Source: an optimization exercise on an open RTL-to-GDS flow (aim: small area, a short achievable clock period and few clock cycles per item). Production flows keep margins and buffers that such runs may drop. In this exercise RTL edits were held to simulation tests only and were not proved equivalent to the original.

==> flow/design.v (outline; a module is shown in full before it is edited, if it fits) <==
// module WD: 1609 lines
module WD(
    clk,
    rst_n,
    in_valid,
    keyboard,
    answer,
    weight,
    match_target,
    out_valid,
    result,
    out_value
);
  // ...
==> flow/run.sh <==
#!/bin/bash
# synth_recipe.tcl (not shown) runs the flow's synth.tcl, then flattens the netlist and writes it again
# the make line also repeats each setting of config.mk as NAME=value (left out here)
make -C /OpenROAD-flow-scripts/flow DESIGN_CONFIG=/design/flow/config.mk WORK_HOME=/design/flow/orfs CLKGATE_MAP_FILE= SYNTH_SCRIPT=/design/flow/synth_recipe.tcl finish
==> flow/config.mk <==
export PLATFORM = sky130hd
export DESIGN_NAME = WD
export DESIGN_NICKNAME = WD
export VERILOG_FILES = /design/flow/design.v
export SDC_FILE = /design/flow/constraint.sdc
export NUM_CORES = 4
export LEC_CHECK = 0
export CAP_MARGIN = 20
export CORE_MARGIN = 2
export CORE_UTILIZATION = 40
export PLACE_DENSITY = 0.6
export SLEW_MARGIN = 20
==> flow/constraint.sdc <==
create_clock -name core_clock -period 12.0 [get_ports {clk}]
set_input_delay 2.4000 -clock core_clock [delete_from_list [all_inputs] [get_ports {clk}]]
set_output_delay 2.4000 -clock core_clock [all_outputs]
set_load 0.01 [all_outputs]
==> metrics.cfg, run 1 <==
[status]
outcome = timing/DRC/antenna clean

[logic_synthesis]
ys_top_cells_by_area = edfxtp_1, dfrtp_1, ha_1
netlist.area_leader.share_pct = 13.4
syn_area_mm2 = 0.0203
synth_top_family_by_area = adder cells
synth-adder-area-share_pct = 20.6

[final_layout]
final_cell_area_mm2 = 0.0217
drive_above_1_share_pct = 8.31
nNetsFinal = 2480
largest_reg_flops = 40
diodes = 0

[sta]
rsz0062_at_grt = no
layout_worst_path_cycle_share_pct = 82.5

[placement]
port_buffers = 36

[worst_setup_path]
critical_path.top_delay_family = adder cells
path_class = reg2reg
crit_top_cell = fa_1

[floorplanning]
rows = 82
coreArea_mm2 = 0.0502

[drt]
antenna_left = 0

[min_path]
hold_depth = 2
hold_start = result[3]

[clock_tree]
cts_tree = yes

Testbench counts, summed over its fixed seeds: cycles 323,232, items 48.
==> run 2: changes to the inputs <==
==> flow/design.v (replaced) <==
module WD(
    clk,
    rst_n,
    in_valid,
    keyboard,
    answer,
    weight,
    match_target,
    out_valid,
    result,
    out_value
);
input clk, rst_n, in_valid;
input [4:0] keyboard, answer;
input [3:0] weight;
input [2:0] match_target;
output out_valid;
output [4:0]  result;
output [10:0] out_value;
localparam LOAD = 2'd0;
localparam SRCH = 2'd1;
localparam OUTP = 2'd2;
integer i, j, s;
reg [1:0] st;
reg [2:0] cnt;
reg [4:0] kv [0:7];
reg [2:0] kt [0:7];
reg [4:0] bc [0:4];
reg [3:0] ws [0:4];
reg [2:0] wp [0:4];
reg [2:0] ta, nt;
reg [10:0] bv;
reg [9:0] bcode;
reg [2:0] lv;
reg [2:0] cs [0:3];
reg [3:0] p;
reg [2:0] na_cnt, nn_cnt;
reg [4:0] pa, px;
assign out_valid = (st == OUTP);
assign result    = (cnt == 3'd0) ? bc[0] : (cnt == 3'd1) ? bc[1] :
                   (cnt == 3'd2) ? bc[2] : (cnt == 3'd3) ? bc[3] : bc[4];
assign out_value = bv;
reg [7:0] gt;
reg [2:0] ktu [0:7];
reg [2:0] xtag;
reg [4:0] ge;
always @(*) begin
    for (i = 0; i < 8; i = i + 1) begin
        gt[i] = (cnt > i) && (kv[i] > keyboard);
        ktu[i] = ((cnt > i) && (cnt < 5) && (kv[i] == answer)) ? cnt : kt[i];
    end
    xtag = 3'd7;
    for (j = 0; j < 5; j = j + 1)
        if ((cnt > j) && (bc[j] == keyboard)) xtag = j;
    if ((cnt < 5) && (keyboard == answer)) xtag = cnt;
    for (i = 0; i < 5; i = i + 1)
        ge[i] = (cnt > i) && (ws[i] >= weight);
end
reg [7:0] used, isans, feas, tsel, unusedp, take, rest;
reg [4:0] laterpos, ansunused;
reg [2:0] wpl, possa, ua, ux, rem;
reg [2:0] a2 [0:7];
reg [2:0] n2 [0:7];
reg [2:0] pa_i;
reg nodeok, anyf;
reg [2:0] t, a2t, n2t, nat, nxt;
reg [2:0] ca, cx, rk;
reg [2:0] sidx [0:4];
reg [4:0] kslot [0:4];
reg [4:0] cpos [0:4];
reg [11:0] ssum;
reg [9:0] code;
reg better, prune;
reg [2:0] prevc, lvm1;
reg prevfix, prevans;
always @(*) begin
    for (i = 0; i < 8; i = i + 1) begin
        used[i] = ((lv > 0) && (cs[0] == i)) || ((lv > 1) && (cs[1] == i)) ||
                  ((lv > 2) && (cs[2] == i)) || ((lv > 3) && (cs[3] == i));
        isans[i] = (kt[i] != 3'd7);
    end
    wpl = wp[lv];
    rem = 3'd4 - lv;
    laterpos = 5'd0;
    for (s = 0; s < 5; s = s + 1)
        if (s > lv) laterpos = laterpos | (5'd1 << wp[s]);
    ansunused = 5'd0;
    ua = 3'd0;
    ux = 3'd0;
    for (i = 0; i < 8; i = i + 1) begin
        if (!used[i] && isans[i]) begin
            ansunused = ansunused | (5'd1 << kt[i]);
            ua = ua + 3'd1;
        end
        if (!used[i] && !isans[i]) ux = ux + 3'd1;
    end
    possa = 3'd0;
    for (j = 0; j < 5; j = j + 1)
        if (ansunused[j] && laterpos[j]) possa = possa + 3'd1;
    nodeok = ({1'b0, nt} <= {1'b0, nn_cnt} + {1'b0, ua}) &&
             ({1'b0, rem} + {1'b0, nn_cnt} + 4'd1 <= {1'b0, ux} + {1'b0, nt});
    for (i = 0; i < 8; i = i + 1) begin
        a2[i] = na_cnt + (kt[i] == wpl);
        n2[i] = nn_cnt + isans[i];
        pa_i = possa - (isans[i] && laterpos[kt[i]]);
        feas[i] = nodeok && !used[i] && (i >= p) && !(isans[i] ? pa[lv] : px[lv]) &&
                  (a2[i] <= ta) && (n2[i] <= nt) &&
                  ({1'b0, nt} <= {1'b0, n2[i]} + {1'b0, rem}) &&
                  ({1'b0, ta} <= {1'b0, a2[i]} + {1'b0, pa_i}) &&
                  ({1'b0, ta} + {1'b0, n2[i]} <= {1'b0, nt} + {1'b0, a2[i]});
    end
    anyf = |feas;
    tsel = feas & (~feas + 8'd1);
    t = 3'd0;
    for (i = 7; i >= 0; i = i - 1)
        if (feas[i]) t = i;
    a2t = a2[t];
    n2t = n2[t];
    nat = nt - n2t;
    nxt = rem - nat;
    unusedp = ~used & ~tsel;
    ca = 3'd0;
    cx = 3'd0;
    for (i = 0; i < 8; i = i + 1) begin
        take[i] = unusedp[i] && (isans[i] ? (ca < nat) : (cx < nxt));
        if (unusedp[i] && isans[i]) ca = ca + 3'd1;
        if (unusedp[i] && !isans[i]) cx = cx + 3'd1;
    end
    for (s = 0; s < 4; s = s + 1)
        sidx[s] = cs[s];
    sidx[4] = 3'd0;
    sidx[lv] = t;
    rk = lv + 3'd1;
    for (i = 0; i < 8; i = i + 1)
        if (take[i]) begin
            sidx[rk] = i;
            rk = rk + 3'd1;
        end
    for (s = 0; s < 5; s = s + 1)
        kslot[s] = kv[sidx[s]];
    ssum = 12'd0;
    for (s = 0; s < 5; s = s + 1)
        ssum = ssum + kslot[s] * ws[s];
    for (j = 0; j < 5; j = j + 1) begin
        cpos[j] = 5'd0;
        for (s = 0; s < 5; s = s + 1)
            if (wp[s] == j) cpos[j] = kslot[s];
    end
    code = {cpos[0], 4'd0} + {1'b0, cpos[1], 3'd0} + {2'b0, cpos[2], 2'd0} +
           {3'b0, cpos[3], 1'b0} + {4'b0, cpos[4]};
    better = ({ssum[10:0], code} > {bv, bcode}) ||
             (({ssum[10:0], code} == {bv, bcode}) &&
              ({cpos[0], cpos[1], cpos[2], cpos[3]} < {bc[0], bc[1], bc[2], bc[3]}));
    prune = !ssum[11] && ({ssum[10:0], code} < {bv, bcode});
    rest = feas & ~(tsel | (tsel - 8'd1)) & (isans[t] ? ~isans : isans);
    lvm1 = lv - 3'd1;
    prevc = cs[lvm1[1:0]];
    prevfix = (kt[prevc] == wp[lvm1]);
    prevans = isans[prevc];
end
reg done, bt;
always @(*) begin
    bt = 1'b0;
    if (!anyf) bt = 1'b1;
    else if (lv == 3'd4) bt = !ssum[11];
    else if (prune) bt = (rest == 8'd0);
    done = (st == SRCH) && bt && (lv == 3'd0);
end
always @(posedge clk or negedge rst_n) begin
    if (!rst_n) begin
        st <= LOAD;
        cnt <= 3'd0;
    end else begin
        case (st)
            LOAD: begin
                if (in_valid) begin
                    cnt <= cnt + 3'd1;
                    if (cnt == 3'd7) st <= SRCH;
                end
            end
            SRCH: begin
                if (done) begin
                    st <= OUTP;
                    cnt <= 3'd0;
                end
            end
            OUTP: begin
                cnt <= cnt + 3'd1;
                if (cnt == 3'd4) begin
                    st <= LOAD;
                    cnt <= 3'd0;
                end
            end
            default: begin
                st <= LOAD;
                cnt <= 3'd0;
            end
        endcase
    end
end
always @(posedge clk) begin
    if (st == LOAD) begin
        if (in_valid) begin
            for (i = 0; i < 8; i = i + 1) begin
                if (!gt[i]) begin
                    if (i == 0 || gt[i - 1]) begin
                        kv[i] <= keyboard;
                        kt[i] <= xtag;
                    end else begin
                        kv[i] <= kv[i - 1];
                        kt[i] <= ktu[i - 1];
                    end
                end else begin
                    kt[i] <= ktu[i];
                end
            end
            if (cnt < 5) begin
                bc[cnt] <= answer;
                for (i = 0; i < 5; i = i + 1) begin
                    if (!ge[i]) begin
                        if (i == 0 || ge[i - 1]) begin
                            ws[i] <= weight;
                            wp[i] <= cnt;
                        end else begin
                            ws[i] <= ws[i - 1];
                            wp[i] <= wp[i - 1];
                        end
                    end
                end
            end
            if (cnt == 3'd0) ta <= match_target;
            if (cnt == 3'd1) nt <= ta + match_target;
            if (cnt == 3'd7) begin
                lv <= 3'd0;
                p <= 4'd0;
                na_cnt <= 3'd0;
                nn_cnt <= 3'd0;
                pa[0] <= 1'b0;
                px[0] <= 1'b0;
                bv <= 11'd0;
                bcode <= 10'd0;
                for (j = 0; j < 5; j = j + 1)
                    bc[j] <= 5'd0;
            end
        end
    end else if (st == SRCH) begin
        if (bt) begin
            if (lv != 3'd0) begin
                lv <= lv - 3'd1;
                p <= {1'b0, prevc} + 4'd1;
                na_cnt <= na_cnt - prevfix;
                nn_cnt <= nn_cnt - prevans;
            end
        end else if (lv != 3'd4 && !prune) begin
            cs[lv[1:0]] <= t;
            lv <= lv + 3'd1;
            p <= 4'd0;
            na_cnt <= a2t;
            nn_cnt <= n2t;
            pa[lv + 3'd1] <= 1'b0;
            px[lv + 3'd1] <= 1'b0;
        end else begin
            p <= {1'b0, t} + 4'd1;
            if (lv != 3'd4) begin
                if (isans[t]) pa[lv] <= 1'b1;
                else px[lv] <= 1'b1;
            end
        end
        if (anyf && lv == 3'd4 && better) begin
            bv <= ssum[10:0];
            bcode <= code;
            for (j = 0; j < 5; j = j + 1)
                bc[j] <= cpos[j];
        end
    end
end
endmodule
==> run 2 against run 1 <==
The layout now fails its checks (negative setup slack). Worst setup slack got worse by 14000 ps. Non-clock buffer count up 1077. Final cell count is 120% higher. Hold slack improved by 110 ps. Routed wire length is 120% higher. Design area rose by 120%. Sequential cell count rose by 10. Area after synthesis up 69%. Clock-buffer cell count grew 4. Clock skew down 4.9 ps.
==> metrics.cfg, run 2 <==
[logic_synthesis]
synthMuxAreaShare_pct = 4.60  ; was 5.85%
synth_compound_area_share_pct = 20.7  ; was 20.3%
synth_top_family_by_area = adder cells  ; unchanged
yosysMostFrequentCell = ha_1  ; was inv_1
synth-edff-count = 186  ; was 91
synth_async_sr_flop_share_pct = 2.62  ; was 49.7%
syn_area_mm2 = 0.0344  ; was 0.0203 mm²
synth-seq-area-share_pct = 16.6  ; was 24.5%
ys_ff_latch = 191  ; was 181
synth_top_area_cell = ha_1  ; was edfxtp_1
avgSynthCellArea_um2 = 8.53  ; was 9.05 µm²
synth-adder-area-share_pct = 28.0  ; was 20.6%
synth_xor_area_share_pct = 5.64  ; was 5.55%
synth_warnings = 13  ; was 5
yosysUniqueCellTypes = 132  ; was 110
yosys.area_share.simple_pct = 17.4  ; was 15.2%
synth_ff_type = edfxtp_1  ; unchanged
netlist.area_leader.share_pct = 20.6  ; was 13.4%
synthTopCellsByCount = ha_1, inv_1, nand2_1  ; was inv_1, ha_1, nor2_1
syn_inst = 4028  ; was 2247
ys_top_cells_by_area = ha_1, edfxtp_1, fa_1  ; was edfxtp_1, dfrtp_1, ha_1

[worst_setup_path]
r2r-start = lv[1]  ; was cnt1[0]
slowest_delay_ps = 580  ; was 870 ps
cp.required_ps = 12240  ; was 12390 ps
path_class = reg2reg  ; unchanged
worstReg2RegEnd = bc[2][4]  ; was resultsss[3][2]
r2r_cells = 108  ; was 32
reg2reg_setup_slack_ps = -11670  ; was 2100 ps
critPathSlowestCell = or4_4  ; was dfstp_2
critPathArrivalTime_ps = 23910  ; was 10290 ps
start_kind = flop  ; unchanged
crit_path_end_kind = flop  ; unchanged
crit_top_cell = ha_4  ; was fa_1
cp_max_fo = 6  ; was 27

[placement]
dp_hpwl_um = 114000  ; was 47000 µm
place_congestion = 1.01  ; was 0.904
placed_area_mm2 = 0.0442  ; was 0.0211 mm²
port_buffers = 36  ; unchanged
pre_cts_ws_ps = -11730  ; was 2210 ps

[sta]
rsz0062_at_grt = yes  ; was no
layout_worst_path_cycle_share_pct = 197  ; was 82.5%
slew_headroom_pct = 20.1  ; was 26.6%
setup_slack_ps = -11670  ; was 2100 ps
worstMarginPinSlew_ps = 1190  ; was 1100 ps
final_hold_viol_count = 0  ; unchanged
setup_viol = 154  ; was 0
fin_tns_setup_ps = -1680950  ; was 0 ps
slew_violations = 0  ; unchanged
finalCriticalPeriod_ps = 23670  ; was 9900 ps
max_freq_mhz = 42.2  ; was 101 MHz
fin_worst_skew_ps = 14.8  ; was 19.7 ps

[clock_tree]
cts_made_buffers = 17  ; unchanged
clk_latency_ps = 510  ; was 480 ps
h-tree-depth = 4  ; unchanged
clkTransAtPathRegs_ps = 80  ; was 70 ps
root_buffer = clkbuf_16  ; unchanged
cts_tree = yes  ; unchanged
clkSinkCount = 191  ; was 181
cts_buffer_depth = 2  ; unchanged

[final_layout]
final_cell_area_mm2 = 0.0469  ; was 0.0217 mm²
layout_commonest_cell = buf_4  ; was inv_1
drive_above_1_share_pct = 31.6  ; was 8.31%
diodes = 0  ; unchanged
post-route-util_pct = 55.1  ; was 43.2%
reg.largest.list = kv: 40 flops, bc: 25 flops, kt: 24 flops  ; was key: 40 flops, ans: 25 flops, resultsss: 25 flops
area_growth_pct = 36.4  ; was 6.53%
nNetsFinal = 5746  ; was 2480
mostFrequentLayoutCells = buf_4, ha_1, inv_1, nand2_1, nor2_1  ; was inv_1, ha_1, nor2_1, nand2_1, o21ai_0
top_register = kv  ; was key
largest_reg_flops = 40  ; unchanged

[floorplanning]
die_w_um = 297  ; was 229 µm
initial_core_util_pct = 40.4  ; was 40.5%
num_io_pins = 37  ; unchanged
die_height_um = 297  ; was 229 µm
coreArea_mm2 = 0.0851  ; was 0.0502 mm²
fp.dieArea_mm2 = 0.0883  ; was 0.0527 mm²
rows = 107  ; was 82

[drt]
viasPerCell = 5.77  ; was 5.88
detail_route.iter0.violations = 3254  ; was 1679
routedWlPerCell_um = 22.6  ; was 21.7 µm
num_vias = 35700  ; was 16900
drc = 0  ; unchanged
wirelength_um = 140000  ; was 62400 µm
antenna_left = 0  ; unchanged
dr.pass1.iters = 6  ; was 5

[status]
outcome = failed layout checks  ; was timing/DRC/antenna clean
so.violations = negative setup slack

[min_path]
hp-class = reg2reg  ; unchanged
hold_start = px[3]  ; was result[3]
hold_depth = 2  ; unchanged
whs_endpoint = px[3]  ; was result[3]

[global_routing]
grt_pass1_vias = 34700  ; was 16600
grt_usage_pct = 30.7  ; was 23.7%
grt_max_degree = 38  ; was 81
antenna_found_initial = 0  ; unchanged
overflow = 0  ; unchanged
grt_pass1_wl_um = 209000  ; was 97200 µm

[job]
maxCapViolations = 0  ; unchanged

==> run 2: cell count changes after synthesis, moves of 50 or more <==
cell	previous run	this run
ha_1	169	565
inv_1	237	458
nand2_1	165	277
a21oi_1	112	209
edfxtp_1	91	186
nor2_1	168	257
o21ai_0	129	211
dfrtp_1	85	5
and2_1	15	75
nor2b_1	31	83
a21o_1	16	66
==> run 2: how the worst max path moves through the flow <==
stage           from       end  slack [ps]  cells after the start
2_1_floorplan  lv[1]  bc[0][0]      -11440                    114
3_3_place_gp   lv[2]  bc[3][1]      -11440                    109
3_5_place_dp   lv[2]  bc[3][2]      -11730                    111
4_1_cts        lv[2]  bc[3][1]      -11190                    113
5_1_grt        lv[1]  bc[2][1]      -12640                    106
6_report       lv[1]  bc[2][4]      -11670                    108
==> run 2: logic make-up after synthesis <==
kind of cell               Yosys count
xor gates and xnor gates           211
adders and majority gates          693
muxes                              141
AOI/OAI and AO/OA                 1010
buffers and inverters              621
DFF                                191
and+or+nand+nor                   1161
==> run 2: metrics by stage <==
step / instances / hold slack (ps)
global placement: 6051 / 542
finish: 6190 / 590
CTS: 6134 / 581
global route: 6190 / 611
floorplan: 4028 / 494
detailed placement: 6051 / 543
==> run 2: routing by layer <==
| metal | track usage, % | vias to the layer above | part of all wire [%] |
|---|---|---|---|
| li1 | - | 16700 | - |
| met1 | 39.6 | 17100 | 41 |
| met2 | 50.3 | 1518 | 46 |
| met3 | 3.65 | 356 | 6.9 |
| met4 | 16.0 | 0 | 5.6 |
| met5 | 0 | - | 0 |
==> run 2: final cells by class <==
| type | count | area [µm²] |
|---|---|---|
| Sequential cell | 191 | 5710 |
| Timing Repair Buffer | 1139 | 9090 |
| Inverter | 468 | 1780 |
| Clock inverter | 11 | 154 |
| Multi-Input combinational cell | 3216 | 28300 |
| Clock buffer | 21 | 460 |
| Fill cell | 7831 | 38300 |
| Tap cell | 1144 | 1430 |
==> run 2: worst max-delay path, delay by kind of cell (launching register included) <==
kind / cells / cell delay [ps]
buffers and inverters: 23 / 2290
DFF: 1 / 470
xor gates and xnor gates: 3 / 470
and+or+nand+nor: 22 / 4440
AOI/OAI and AO/OA: 23 / 4310
muxes: 9 / 2350
adders and majority gates: 28 / 9050
==> run 2: repair_timing <==
| action | CTS | global route |
|---|---|---|
| buffers inserted | 51 | 52 |
| hold buffers | 0 | 0 |
| resized for setup | 70 | 197 |
| endpoints found under the hold margin | 0 | 0 |
| pin swaps | 59 | 146 |
| endpoints found under the setup margin | 154 | 154 |
| gates cloned | 0 | 4 |
Testbench counts of run 2, summed over its fixed seeds: cycles 1,545, items 48.
==> module WD, before the edit <==
module WD(
    clk,
    rst_n,
    in_valid,
    keyboard,
    answer,
    weight,
    match_target,
    out_valid,
    result,
    out_value
);
input clk, rst_n, in_valid;
input [4:0] keyboard, answer;
input [3:0] weight;
input [2:0] match_target;
output out_valid;
output [4:0]  result;
output [10:0] out_value;
localparam LOAD = 2'd0;
localparam SRCH = 2'd1;
localparam OUTP = 2'd2;
integer i, j, s;
reg [1:0] st;
reg [2:0] cnt;
reg [4:0] kv [0:7];
reg [2:0] kt [0:7];
reg [4:0] bc [0:4];
reg [3:0] ws [0:4];
reg [2:0] wp [0:4];
reg [2:0] ta, nt;
reg [10:0] bv;
reg [9:0] bcode;
reg [2:0] lv;
reg [2:0] cs [0:3];
reg [3:0] p;
reg [2:0] na_cnt, nn_cnt;
reg [4:0] pa, px;
assign out_valid = (st == OUTP);
assign result    = (cnt == 3'd0) ? bc[0] : (cnt == 3'd1) ? bc[1] :
                   (cnt == 3'd2) ? bc[2] : (cnt == 3'd3) ? bc[3] : bc[4];
assign out_value = bv;
reg [7:0] gt;
reg [2:0] ktu [0:7];
reg [2:0] xtag;
reg [4:0] ge;
always @(*) begin
    for (i = 0; i < 8; i = i + 1) begin
        gt[i] = (cnt > i) && (kv[i] > keyboard);
        ktu[i] = ((cnt > i) && (cnt < 5) && (kv[i] == answer)) ? cnt : kt[i];
    end
    xtag = 3'd7;
    for (j = 0; j < 5; j = j + 1)
        if ((cnt > j) && (bc[j] == keyboard)) xtag = j;
    if ((cnt < 5) && (keyboard == answer)) xtag = cnt;
    for (i = 0; i < 5; i = i + 1)
        ge[i] = (cnt > i) && (ws[i] >= weight);
end
reg [7:0] used, isans, feas, tsel, unusedp, take, rest;
reg [4:0] laterpos, ansunused;
reg [2:0] wpl, possa, ua, ux, rem;
reg [2:0] a2 [0:7];
reg [2:0] n2 [0:7];
reg [2:0] pa_i;
reg nodeok, anyf;
reg [2:0] t, a2t, n2t, nat, nxt;
reg [2:0] ca, cx, rk;
reg [2:0] sidx [0:4];
reg [4:0] kslot [0:4];
reg [4:0] cpos [0:4];
reg [11:0] ssum;
reg [9:0] code;
reg better, prune;
reg [2:0] prevc, lvm1;
reg prevfix, prevans;
always @(*) begin
    for (i = 0; i < 8; i = i + 1) begin
        used[i] = ((lv > 0) && (cs[0] == i)) || ((lv > 1) && (cs[1] == i)) ||
                  ((lv > 2) && (cs[2] == i)) || ((lv > 3) && (cs[3] == i));
        isans[i] = (kt[i] != 3'd7);
    end
    wpl = wp[lv];
    rem = 3'd4 - lv;
    laterpos = 5'd0;
    for (s = 0; s < 5; s = s + 1)
        if (s > lv) laterpos = laterpos | (5'd1 << wp[s]);
    ansunused = 5'd0;
    ua = 3'd0;
    ux = 3'd0;
    for (i = 0; i < 8; i = i + 1) begin
        if (!used[i] && isans[i]) begin
            ansunused = ansunused | (5'd1 << kt[i]);
            ua = ua + 3'd1;
        end
        if (!used[i] && !isans[i]) ux = ux + 3'd1;
    end
    possa = 3'd0;
    for (j = 0; j < 5; j = j + 1)
        if (ansunused[j] && laterpos[j]) possa = possa + 3'd1;
    nodeok = ({1'b0, nt} <= {1'b0, nn_cnt} + {1'b0, ua}) &&
             ({1'b0, rem} + {1'b0, nn_cnt} + 4'd1 <= {1'b0, ux} + {1'b0, nt});
    for (i = 0; i < 8; i = i + 1) begin
        a2[i] = na_cnt + (kt[i] == wpl);
        n2[i] = nn_cnt + isans[i];
        pa_i = possa - (isans[i] && laterpos[kt[i]]);
        feas[i] = nodeok && !used[i] && (i >= p) && !(isans[i] ? pa[lv] : px[lv]) &&
                  (a2[i] <= ta) && (n2[i] <= nt) &&
                  ({1'b0, nt} <= {1'b0, n2[i]} + {1'b0, rem}) &&
                  ({1'b0, ta} <= {1'b0, a2[i]} + {1'b0, pa_i}) &&
                  ({1'b0, ta} + {1'b0, n2[i]} <= {1'b0, nt} + {1'b0, a2[i]});
    end
    anyf = |feas;
    tsel = feas & (~feas + 8'd1);
    t = 3'd0;
    for (i = 7; i >= 0; i = i - 1)
        if (feas[i]) t = i;
    a2t = a2[t];
    n2t = n2[t];
    nat = nt - n2t;
    nxt = rem - nat;
    unusedp = ~used & ~tsel;
    ca = 3'd0;
    cx = 3'd0;
    for (i = 0; i < 8; i = i + 1) begin
        take[i] = unusedp[i] && (isans[i] ? (ca < nat) : (cx < nxt));
        if (unusedp[i] && isans[i]) ca = ca + 3'd1;
        if (unusedp[i] && !isans[i]) cx = cx + 3'd1;
    end
    for (s = 0; s < 4; s = s + 1)
        sidx[s] = cs[s];
    sidx[4] = 3'd0;
    sidx[lv] = t;
    rk = lv + 3'd1;
    for (i = 0; i < 8; i = i + 1)
        if (take[i]) begin
            sidx[rk] = i;
            rk = rk + 3'd1;
        end
    for (s = 0; s < 5; s = s + 1)
        kslot[s] = kv[sidx[s]];
    ssum = 12'd0;
    for (s = 0; s < 5; s = s + 1)
        ssum = ssum + kslot[s] * ws[s];
    for (j = 0; j < 5; j = j + 1) begin
        cpos[j] = 5'd0;
        for (s = 0; s < 5; s = s + 1)
            if (wp[s] == j) cpos[j] = kslot[s];
    end
    code = {cpos[0], 4'd0} + {1'b0, cpos[1], 3'd0} + {2'b0, cpos[2], 2'd0} +
           {3'b0, cpos[3], 1'b0} + {4'b0, cpos[4]};
    better = ({ssum[10:0], code} > {bv, bcode}) ||
             (({ssum[10:0], code} == {bv, bcode}) &&
              ({cpos[0], cpos[1], cpos[2], cpos[3]} < {bc[0], bc[1], bc[2], bc[3]}));
    prune = !ssum[11] && ({ssum[10:0], code} < {bv, bcode});
    rest = feas & ~(tsel | (tsel - 8'd1)) & (isans[t] ? ~isans : isans);
    lvm1 = lv - 3'd1;
    prevc = cs[lvm1[1:0]];
    prevfix = (kt[prevc] == wp[lvm1]);
    prevans = isans[prevc];
end
reg done, bt;
always @(*) begin
    bt = 1'b0;
    if (!anyf) bt = 1'b1;
    else if (lv == 3'd4) bt = !ssum[11];
    else if (prune) bt = (rest == 8'd0);
    done = (st == SRCH) && bt && (lv == 3'd0);
end
always @(posedge clk or negedge rst_n) begin
    if (!rst_n) begin
        st <= LOAD;
        cnt <= 3'd0;
    end else begin
        case (st)
            LOAD: begin
                if (in_valid) begin
                    cnt <= cnt + 3'd1;
                    if (cnt == 3'd7) st <= SRCH;
                end
            end
            SRCH: begin
                if (done) begin
                    st <= OUTP;
                    cnt <= 3'd0;
                end
            end
            OUTP: begin
                cnt <= cnt + 3'd1;
                if (cnt == 3'd4) begin
                    st <= LOAD;
                    cnt <= 3'd0;
                end
            end
            default: begin
                st <= LOAD;
                cnt <= 3'd0;
            end
        endcase
    end
end
always @(posedge clk) begin
    if (st == LOAD) begin
        if (in_valid) begin
            for (i = 0; i < 8; i = i + 1) begin
                if (!gt[i]) begin
                    if (i == 0 || gt[i - 1]) begin
                        kv[i] <= keyboard;
                        kt[i] <= xtag;
                    end else begin
                        kv[i] <= kv[i - 1];
                        kt[i] <= ktu[i - 1];
                    end
                end else begin
                    kt[i] <= ktu[i];
                end
            end
            if (cnt < 5) begin
                bc[cnt] <= answer;
                for (i = 0; i < 5; i = i + 1) begin
                    if (!ge[i]) begin
                        if (i == 0 || ge[i - 1]) begin
                            ws[i] <= weight;
                            wp[i] <= cnt;
                        end else begin
                            ws[i] <= ws[i - 1];
                            wp[i] <= wp[i - 1];
                        end
                    end
                end
            end
            if (cnt == 3'd0) ta <= match_target;
            if (cnt == 3'd1) nt <= ta + match_target;
            if (cnt == 3'd7) begin
                lv <= 3'd0;
                p <= 4'd0;
                na_cnt <= 3'd0;
                nn_cnt <= 3'd0;
                pa[0] <= 1'b0;
                px[0] <= 1'b0;
                bv <= 11'd0;
                bcode <= 10'd0;
                for (j = 0; j < 5; j = j + 1)
                    bc[j] <= 5'd0;
            end
        end
    end else if (st == SRCH) begin
        if (bt) begin
            if (lv != 3'd0) begin
                lv <= lv - 3'd1;
                p <= {1'b0, prevc} + 4'd1;
                na_cnt <= na_cnt - prevfix;
                nn_cnt <= nn_cnt - prevans;
            end
        end else if (lv != 3'd4 && !prune) begin
            cs[lv[1:0]] <= t;
            lv <= lv + 3'd1;
            p <= 4'd0;
            na_cnt <= a2t;
            nn_cnt <= n2t;
            pa[lv + 3'd1] <= 1'b0;
            px[lv + 3'd1] <= 1'b0;
        end else begin
            p <= {1'b0, t} + 4'd1;
            if (lv != 3'd4) begin
                if (isans[t]) pa[lv] <= 1'b1;
                else px[lv] <= 1'b1;
            end
        end
        if (anyf && lv == 3'd4 && better) begin
            bv <= ssum[10:0];
            bcode <= code;
            for (j = 0; j < 5; j = j + 1)
                bc[j] <= cpos[j];
        end
    end
end
endmodule
==> run 3: changes to the inputs <==
==> flow/design.v (replaced) <==
module WD(
    clk,
    rst_n,
    in_valid,
    keyboard,
    answer,
    weight,
    match_target,
    out_valid,
    result,
    out_value
);
input clk, rst_n, in_valid;
input [4:0] keyboard, answer;
input [3:0] weight;
input [2:0] match_target;
output out_valid;
output [4:0]  result;
output [10:0] out_value;
localparam LOAD = 3'd0;
localparam SEL  = 3'd1;
localparam CMP  = 3'd2;
localparam EVAL = 3'd3;
localparam OUTP = 3'd4;
integer i, j, s;
reg [2:0] st;
reg [2:0] cnt;
reg [4:0] kv [0:7];
reg [2:0] kt [0:7];
reg [4:0] bc [0:4];
reg [3:0] ws [0:4];
reg [2:0] sp [0:4];
reg [2:0] ta, nt;
reg [10:0] bv;
reg [9:0] bcode;
reg found;
reg [2:0] lv;
reg [2:0] cs [0:3];
reg [7:0] used;
reg [3:0] p;
reg [2:0] na_cnt, nn_cnt;
reg [4:0] pa, px;
reg [4:0] ksl [0:4];
reg [2:0] tr;
reg [7:0] tselr;
reg tans, tfix, trest;
assign out_valid = (st == OUTP);
assign result    = (cnt == 3'd0) ? bc[0] : (cnt == 3'd1) ? bc[1] :
                   (cnt == 3'd2) ? bc[2] : (cnt == 3'd3) ? bc[3] : bc[4];
assign out_value = bv;
reg [7:0] gt;
reg [2:0] ktu [0:7];
reg [2:0] ktn [0:7];
reg [2:0] xtag;
reg [4:0] ge;
reg [2:0] wslot;
always @(*) begin
    for (i = 0; i < 8; i = i + 1) begin
        gt[i] = (cnt > i) && (kv[i] > keyboard);
        ktu[i] = ((cnt > i) && (cnt < 5) && (kv[i] == answer)) ? cnt : kt[i];
    end
    xtag = 3'd7;
    for (j = 0; j < 5; j = j + 1)
        if ((cnt > j) && (bc[j] == keyboard)) xtag = j;
    if ((cnt < 5) && (keyboard == answer)) xtag = cnt;
    for (i = 0; i < 8; i = i + 1) begin
        if (gt[i]) ktn[i] = ktu[i];
        else if (i == 0) ktn[i] = xtag;
        else if (gt[i - 1]) ktn[i] = xtag;
        else ktn[i] = ktu[i - 1];
    end
    for (i = 0; i < 5; i = i + 1)
        ge[i] = (cnt > i) && (ws[i] >= weight);
    wslot = {2'b0, ge[0]} + {2'b0, ge[1]} + {2'b0, ge[2]} + {2'b0, ge[3]} + {2'b0, ge[4]};
end
reg [7:0] isans, avail, feas, tsel, unusedp, below, take;
reg [2:0] rem, possa;
reg [3:0] typeok;
reg [1:0] ty [0:7];
reg anyf, t_ans, t_fix, rest_nz;
reg [2:0] t, a2t, n2t, nat, nxt;
reg [2:0] cab, cxb, rk;
reg [2:0] slot_of [0:7];
reg [4:0] kslot [0:4];
function tok;
    input [2:0] a, n, ta_, nt_, rem_, possa_;
    input fix, ans, adj;
    reg [3:0] a2, n2;
    begin
        a2 = a + fix;
        n2 = n + ans;
        tok = (nt_ >= 3'd2) && (a2 <= ta_) && (n2 <= nt_) &&
              (nt_ <= n2 + rem_) && (ta_ + adj <= a2 + possa_) &&
              (ta_ + n2 <= nt_ + a2);
    end
endfunction
always @(*) begin
    rem = 3'd4 - lv;
    possa = 3'd0;
    for (i = 0; i < 8; i = i + 1) begin
        isans[i] = (kt[i] != 3'd7);
        if (isans[i] && !used[i] && (kt[i] > lv)) possa = possa + 3'd1;
        if (!isans[i]) ty[i] = 2'd0;
        else if (kt[i] == lv) ty[i] = 2'd1;
        else if (kt[i] > lv) ty[i] = 2'd2;
        else ty[i] = 2'd3;
    end
    typeok[0] = tok(na_cnt, nn_cnt, ta, nt, rem, possa, 1'b0, 1'b0, 1'b0);
    typeok[1] = tok(na_cnt, nn_cnt, ta, nt, rem, possa, 1'b1, 1'b1, 1'b0);
    typeok[2] = tok(na_cnt, nn_cnt, ta, nt, rem, possa, 1'b0, 1'b1, 1'b1);
    typeok[3] = tok(na_cnt, nn_cnt, ta, nt, rem, possa, 1'b0, 1'b1, 1'b0);
    for (i = 0; i < 8; i = i + 1) begin
        avail[i] = !used[i] && (i >= p) && !(isans[i] ? pa[lv] : px[lv]);
        feas[i] = avail[i] && typeok[ty[i]];
    end
    anyf = |feas;
    tsel = feas & (~feas + 8'd1);
    t = 3'd0;
    for (i = 7; i >= 0; i = i - 1)
        if (feas[i]) t = i;
    t_ans = |(tsel & isans);
    t_fix = t_ans && (kt[t] == lv);
    a2t = na_cnt + t_fix;
    n2t = nn_cnt + t_ans;
    nat = nt - (nn_cnt + tans);
    nxt = rem - nat;
    below = tsel - 8'd1;
    rest_nz = |(feas & ~(below | tsel) & (t_ans ? ~isans : isans));
    unusedp = ~used & ~tselr;
    for (i = 0; i < 8; i = i + 1) begin
        cab = 3'd0;
        cxb = 3'd0;
        for (j = 0; j < i; j = j + 1) begin
            cab = cab + (unusedp[j] & isans[j]);
            cxb = cxb + (unusedp[j] & !isans[j]);
        end
        take[i] = unusedp[i] && (isans[i] ? (cab < nat) : (cxb < nxt));
        slot_of[i] = lv + 3'd1 + ((cab < nat) ? cab : nat) + ((cxb < nxt) ? cxb : nxt);
    end
    for (s = 0; s < 5; s = s + 1) begin
        kslot[s] = 5'd0;
        if (s < lv) kslot[s] = kv[cs[s]];
        else if (s == lv) kslot[s] = kv[tr];
        else
            for (i = 0; i < 8; i = i + 1)
                if (take[i] && (slot_of[i] == s)) kslot[s] = kslot[s] | kv[i];
    end
end
reg [11:0] ssum;
reg [9:0] code;
reg [4:0] cpos [0:4];
reg better, prune;
reg [2:0] lvm1, prevc;
reg prevfix, prevans;
always @(*) begin
    ssum = ksl[0] * ws[0] + ksl[1] * ws[1] + ksl[2] * ws[2] + ksl[3] * ws[3] + ksl[4] * ws[4];
    for (j = 0; j < 5; j = j + 1)
        cpos[j] = ksl[sp[j]];
    code = {cpos[0], 4'd0} + {1'b0, cpos[1], 3'd0} + {2'b0, cpos[2], 2'd0} +
           {3'b0, cpos[3], 1'b0} + {4'b0, cpos[4]};
    better = ({ssum[10:0], code} > {bv, bcode}) ||
             (({ssum[10:0], code} == {bv, bcode}) &&
              ({cpos[0], cpos[1], cpos[2], cpos[3]} < {bc[0], bc[1], bc[2], bc[3]}));
    prune = found && !ssum[11] && ({ssum[10:0], code} < {bv, bcode});
    lvm1 = lv - 3'd1;
    prevc = cs[lvm1[1:0]];
    prevfix = (kt[prevc] == lvm1);
    prevans = isans[prevc];
end
reg bt, desc, done;
always @(*) begin
    bt = 1'b0;
    desc = 1'b0;
    if (st == SEL) begin
        if (!anyf) bt = 1'b1;
        else if (lv != 3'd4 && !found) desc = 1'b1;
    end else if (st == EVAL) begin
        if (lv == 3'd4) bt = !ssum[11];
        else if (!prune) desc = 1'b1;
        else bt = !trest;
    end
    done = bt && (lv == 3'd0);
end
always @(posedge clk or negedge rst_n) begin
    if (!rst_n) begin
        st <= LOAD;
        cnt <= 3'd0;
    end else begin
        case (st)
            LOAD: begin
                if (in_valid) begin
                    cnt <= cnt + 3'd1;
                    if (cnt == 3'd7) st <= SEL;
                end
            end
            SEL: begin
                if (done) begin
                    st <= OUTP;
                    cnt <= 3'd0;
                end else if (anyf && !desc) st <= CMP;
            end
            CMP: st <= EVAL;
            EVAL: begin
                if (done) begin
                    st <= OUTP;
                    cnt <= 3'd0;
                end else st <= SEL;
            end
            OUTP: begin
                cnt <= cnt + 3'd1;
                if (cnt == 3'd4) begin
                    st <= LOAD;
                    cnt <= 3'd0;
                end
            end
            default: begin
                st <= LOAD;
                cnt <= 3'd0;
            end
        endcase
    end
end
always @(posedge clk) begin
    if (st == LOAD) begin
        if (in_valid) begin
            for (i = 0; i < 8; i = i + 1) begin
                if (!gt[i]) begin
                    if (i == 0 || gt[i - 1]) kv[i] <= keyboard;
                    else kv[i] <= kv[i - 1];
                end
                if (cnt == 3'd7 && ktn[i] != 3'd7) kt[i] <= sp[ktn[i]];
                else kt[i] <= ktn[i];
            end
            if (cnt < 5) begin
                bc[cnt] <= answer;
                for (i = 0; i < 5; i = i + 1) begin
                    if (!ge[i]) begin
                        if (i == 0 || ge[i - 1]) ws[i] <= weight;
                        else ws[i] <= ws[i - 1];
                    end
                    if (i == cnt) sp[i] <= wslot;
                    else if (i < cnt && !ge[sp[i]]) sp[i] <= sp[i] + 3'd1;
                end
            end
            if (cnt == 3'd0) ta <= match_target;
            if (cnt == 3'd1) nt <= ta + match_target;
            if (cnt == 3'd7) begin
                lv <= 3'd0;
                used <= 8'd0;
                p <= 4'd0;
                na_cnt <= 3'd0;
                nn_cnt <= 3'd0;
                pa[0] <= 1'b0;
                px[0] <= 1'b0;
                bv <= 11'd0;
                bcode <= 10'd0;
                found <= 1'b0;
                for (j = 0; j < 5; j = j + 1)
                    bc[j] <= 5'd0;
            end
        end
    end else if (st == CMP) begin
        for (s = 0; s < 5; s = s + 1)
            ksl[s] <= kslot[s];
    end else if (st == SEL || st == EVAL) begin
        if (st == SEL) begin
            tselr <= tsel;
            tr <= t;
            tans <= t_ans;
            tfix <= t_fix;
            trest <= rest_nz;
        end
        if (bt) begin
            if (lv != 3'd0) begin
                lv <= lvm1;
                used[prevc] <= 1'b0;
                p <= {1'b0, prevc} + 4'd1;
                na_cnt <= na_cnt - prevfix;
                nn_cnt <= nn_cnt - prevans;
            end
        end else if (desc) begin
            cs[lv[1:0]] <= (st == SEL) ? t : tr;
            used[(st == SEL) ? t : tr] <= 1'b1;
            lv <= lv + 3'd1;
            p <= 4'd0;
            na_cnt <= na_cnt + ((st == SEL) ? t_fix : tfix);
            nn_cnt <= nn_cnt + ((st == SEL) ? t_ans : tans);
            pa[lv + 3'd1] <= 1'b0;
            px[lv + 3'd1] <= 1'b0;
        end else if (st == EVAL) begin
            p <= {1'b0, tr} + 4'd1;
            if (lv != 3'd4) begin
                if (tans) pa[lv] <= 1'b1;
                else px[lv] <= 1'b1;
            end
        end
        if (st == EVAL && lv == 3'd4 && better) begin
            found <= 1'b1;
            bv <= ssum[10:0];
            bcode <= code;
            for (j = 0; j < 5; j = j + 1)
                bc[j] <= cpos[j];
        end
    end
end
endmodule
==> run 3 against run 2 <==
Maximum frequency is 110% higher. Critical path type unchanged. Sequential share of layout area is 9.1 points higher. Via count is 22% lower. Area after synthesis is 9.4% lower. First-iteration DRC count is 18% higher. Final cell count is 27% lower. Critical endpoint is now na_cnt[2]. The run now finishes clean.
==> metrics.cfg, run 3 <==
[status]
outcome = timing/DRC/antenna clean  ; was failed layout checks

[clock_tree]
h-tree-depth = 1  ; was 4
hold_buffers = 0  ; unchanged
root_buffer = clkbuf_16  ; unchanged
cts_setup_buffers = 0  ; was 51
clk_latency_ps = 640  ; was 510 ps
clkTransAtPathRegs_ps = 60  ; was 80 ps
cts_made_buffers = 30  ; was 17
cts_buffer_depth = 3  ; was 2
clkSinkCount = 240  ; was 191
cts_tree = yes  ; unchanged

[logic_synthesis]
synth_warnings = 14  ; was 13
synth_ff_type = edfxtp_1  ; unchanged
syn_area_mm2 = 0.0311  ; was 0.0344 mm²
avgSynthCellArea_um2 = 8.91  ; was 8.53 µm²
synth-seq-area-share_pct = 23.1  ; was 16.6%
netlist.area_leader.share_pct = 22.6  ; was 20.6%
synth_async_sr_flop_share_pct = 2.50  ; was 2.62%
yosysUniqueCellTypes = 100  ; was 132
yosysMostFrequentCell = ha_1  ; unchanged
ys_ff_latch = 240  ; was 191
synth_top_area_cell = edfxtp_1  ; was ha_1
ys_top_cells_by_area = edfxtp_1, ha_1, fa_1  ; was ha_1, edfxtp_1, fa_1
syn_inst = 3492  ; was 4028
synthTopCellsByCount = ha_1, inv_1, nand2_1  ; unchanged
synth-edff-count = 234  ; was 186

[final_layout]
regArea_mm2 = 0.00718  ; was 0.00571 mm²
mostFrequentLayoutCells = ha_1, inv_1, nand2_1, edfxtp_1, a21oi_1  ; was buf_4, ha_1, inv_1, nand2_1, nor2_1
largest_reg_flops = 40  ; unchanged
drive_above_1_share_pct = 7.67  ; was 31.6%
final_cell_area_mm2 = 0.0338  ; was 0.0469 mm²
top_register = kv  ; unchanged
layout_commonest_cell = ha_1  ; was buf_4
multi_input_area_mm2 = 0.0219  ; was 0.0283 mm²
filler_cell_count = 7499  ; was 7831
reg.largest.list = kv: 40 flops, bc: 25 flops, ksl: 25 flops  ; was kv: 40 flops, bc: 25 flops, kt: 24 flops
nNetsFinal = 3949  ; was 5746
instances_no_fill = 4497  ; was 6190
area_growth_pct = 8.50  ; was 36.4%

[floorplanning]
initial_core_util_pct = 40.3  ; was 40.4%
die_height_um = 283  ; was 297 µm
coreArea_mm2 = 0.0772  ; was 0.0851 mm²
fp.dieArea_mm2 = 0.0800  ; was 0.0883 mm²
rows = 102  ; was 107
die_w_um = 283  ; was 297 µm
num_io_pins = 37  ; unchanged

[sta]
finalCriticalPeriod_ps = 11350  ; was 23670 ps
final_hold_viol_count = 0  ; unchanged
fin_worst_skew_ps = 46.9  ; was 14.8 ps
fin_tns_setup_ps = 0  ; was -1680950 ps
slew_violations = 0  ; unchanged
setup_viol = 0  ; was 154
max_freq_mhz = 88.1  ; was 42.2 MHz
slew_headroom_pct = 21.3  ; was 20.1%
setup_slack_ps = 650  ; was -11670 ps
worstMarginPinSlew_ps = 1170  ; was 1190 ps
layout_worst_path_cycle_share_pct = 94.6  ; was 197%
rsz0062_at_grt = no  ; was yes

[worst_setup_path]
critPathArrivalTime_ps = 11830  ; was 23910 ps
start_kind = flop  ; unchanged
crit_path_end_kind = flop  ; unchanged
critPathSlowestCell = edfxtp_1  ; was or4_4
reg2reg_setup_slack_ps = 650  ; was -11670 ps
r2r_cells = 44  ; was 108
path_class = reg2reg  ; unchanged
slowest_delay_ps = 610  ; was 580 ps
worstReg2RegEnd = na_cnt[2]  ; was bc[2][4]
cp_max_fo = 14  ; was 6
r2r-start = lv[1]  ; unchanged
crit_top_cell = ha_1  ; was ha_4
cp.required_ps = 12480  ; was 12240 ps

[drt]
detail_route.iter0.violations = 3826  ; was 3254
wl_met1_um = 49000  ; was 57900 µm
wirelength_um = 114000  ; was 140000 µm
dr.pass1.iters = 7  ; was 6
viasPerCell = 6.19  ; was 5.77
routed-wl-met2_um = 48500  ; was 64500 µm
num_vias = 27900  ; was 35700
drc = 0  ; unchanged
wl_met3_um = 12200  ; was 9660 µm
antenna_left = 0  ; unchanged
top_layer = met5  ; was met4
routedWlPerCell_um = 25.4  ; was 22.6 µm

[min_path]
hold_start = tfix  ; was px[3]
whs_endpoint = tfix  ; was px[3]
hold_depth = 2  ; unchanged
hp-class = reg2reg  ; unchanged

[global_routing]
grt_usage_pct = 27.7  ; was 30.7%
grt_pass1_wl_um = 171000  ; was 209000 µm
overflow = 0  ; unchanged
grt_max_degree = 34  ; was 38
antenna_found_initial = 3  ; was 0
grt_pass1_vias = 26300  ; was 34700

[job]
maxCapViolations = 0  ; unchanged

[placement]
pre_cts_ws_ps = 593  ; was -11730 ps
place_congestion = 1.02  ; was 1.01
port_buffers = 36  ; unchanged
dp.cells = 4439  ; was 6051
placed_area_mm2 = 0.0326  ; was 0.0442 mm²
dp_hpwl_um = 86100  ; was 114000 µm

## run 3: worst max-delay path by stage
stage,from,to,slack (ps),cells past startpoint
after floorplan,lv[2],lv[0],1410,35
after global placement,lv[1],na_cnt[2],840,44
after detailed placement,lv[1],na_cnt[2],590,37
after CTS,lv[1],na_cnt[2],550,37
after global routing,lv[1],na_cnt[2],60,44
final,lv[1],na_cnt[2],650,44
## run 3: timing repair
item / in CTS / in global routing
endpoints found under the setup margin: 0 / 2
hold endpoints to repair: 0 / 0
resized for setup: 0 / 2
## run 3: kinds of logic (layout without fill, tap and decap cells)
kind of cell	count (synthesis)	in the layout	share of synthesized area, %
buf+inv	566	528	6.96
mux	213	213	8.23
compound gates	910	910	19.9
flops	240	240	23.1
simple gates	919	919	14.7
other cells	1	4	0.0121
xor+xnor	146	146	4.13
fa+ha+maj	497	497	23.0
## run 3: per-stage QoR
stage	util [%]	hold slack (ps)
6_report	43.7	558
5_1_grt	43.7	582
4_1_cts	43.7	551
3_5_place_dp	42.3	536
3_3_place_gp	42.2	529
2_1_floorplan	-	501
## run 3: cell type report
| class | count | area share, % |
|---|---|---|
| sequential | 240 | 21.3 |
| timing repair buffer | 107 | 2.73 |
| tap | 1040 | 3.85 |
| clock buffer | 34 | 2.27 |
| inverter | 365 | 4.06 |
| multi-input combinational | 2688 | 64.9 |
| clock inverter | 22 | 0.971 |
| antenna | 1 | 0.00741 |
## run 3: metal layers
layer | vias to the layer above | global-route usage, %
met5 | - | 0
met2 | 1473 | 41.9
li1 | 12600 | -
met1 | 13500 | 39.3
met4 | 2 | 9.26
met3 | 260 | 5.83
## run 3: worst max-delay path: cells and delay by family (launching register included)
kind | cells | cell delay [ps]
AO/OA/AOI/OAI | 7 | 2070
adder cells (fa/ha/maj) | 11 | 3210
XOR/XNOR | 6 | 1170
AND/OR/NAND/NOR | 10 | 1990
flip-flops | 1 | 610
multiplexers | 6 | 1330
buffers and inverters | 4 | 810
Testbench counts of run 3, summed over its fixed seeds: cycles 2,927, items 48.

[static timing again, ports no longer ideal]
In the flow no input, the clock included, has a driving cell. The finished layouts below were timed again as built, in two steps.
Step 1 assumes that a clkbuf_16 drives the clock port and a buf_2 every other input.
Step 2 adds t to the input delays and takes it off the output delays; t is the mean of the earliest and latest rising clock arrival at the registers after step 1. Input paths then give back, and output paths get back, about the clock's delay inside the block.
Slacks: ideal / step 1 / step 2; pairs: ideal / step 1.
| run | shift t [ns] | setup slack, ns | worst data-port slew with drivers (ns) |
|---|---|---|---|
| run 1 | 0.530 | 2.096 / 2.096 / 2.096 | 0.05 |
| run 2 | 0.557 | -11.671 / -11.671 / -11.671 | 0.05 |
| run 3 | 0.677 | 0.650 / 0.650 / 0.650 | 0.14 |
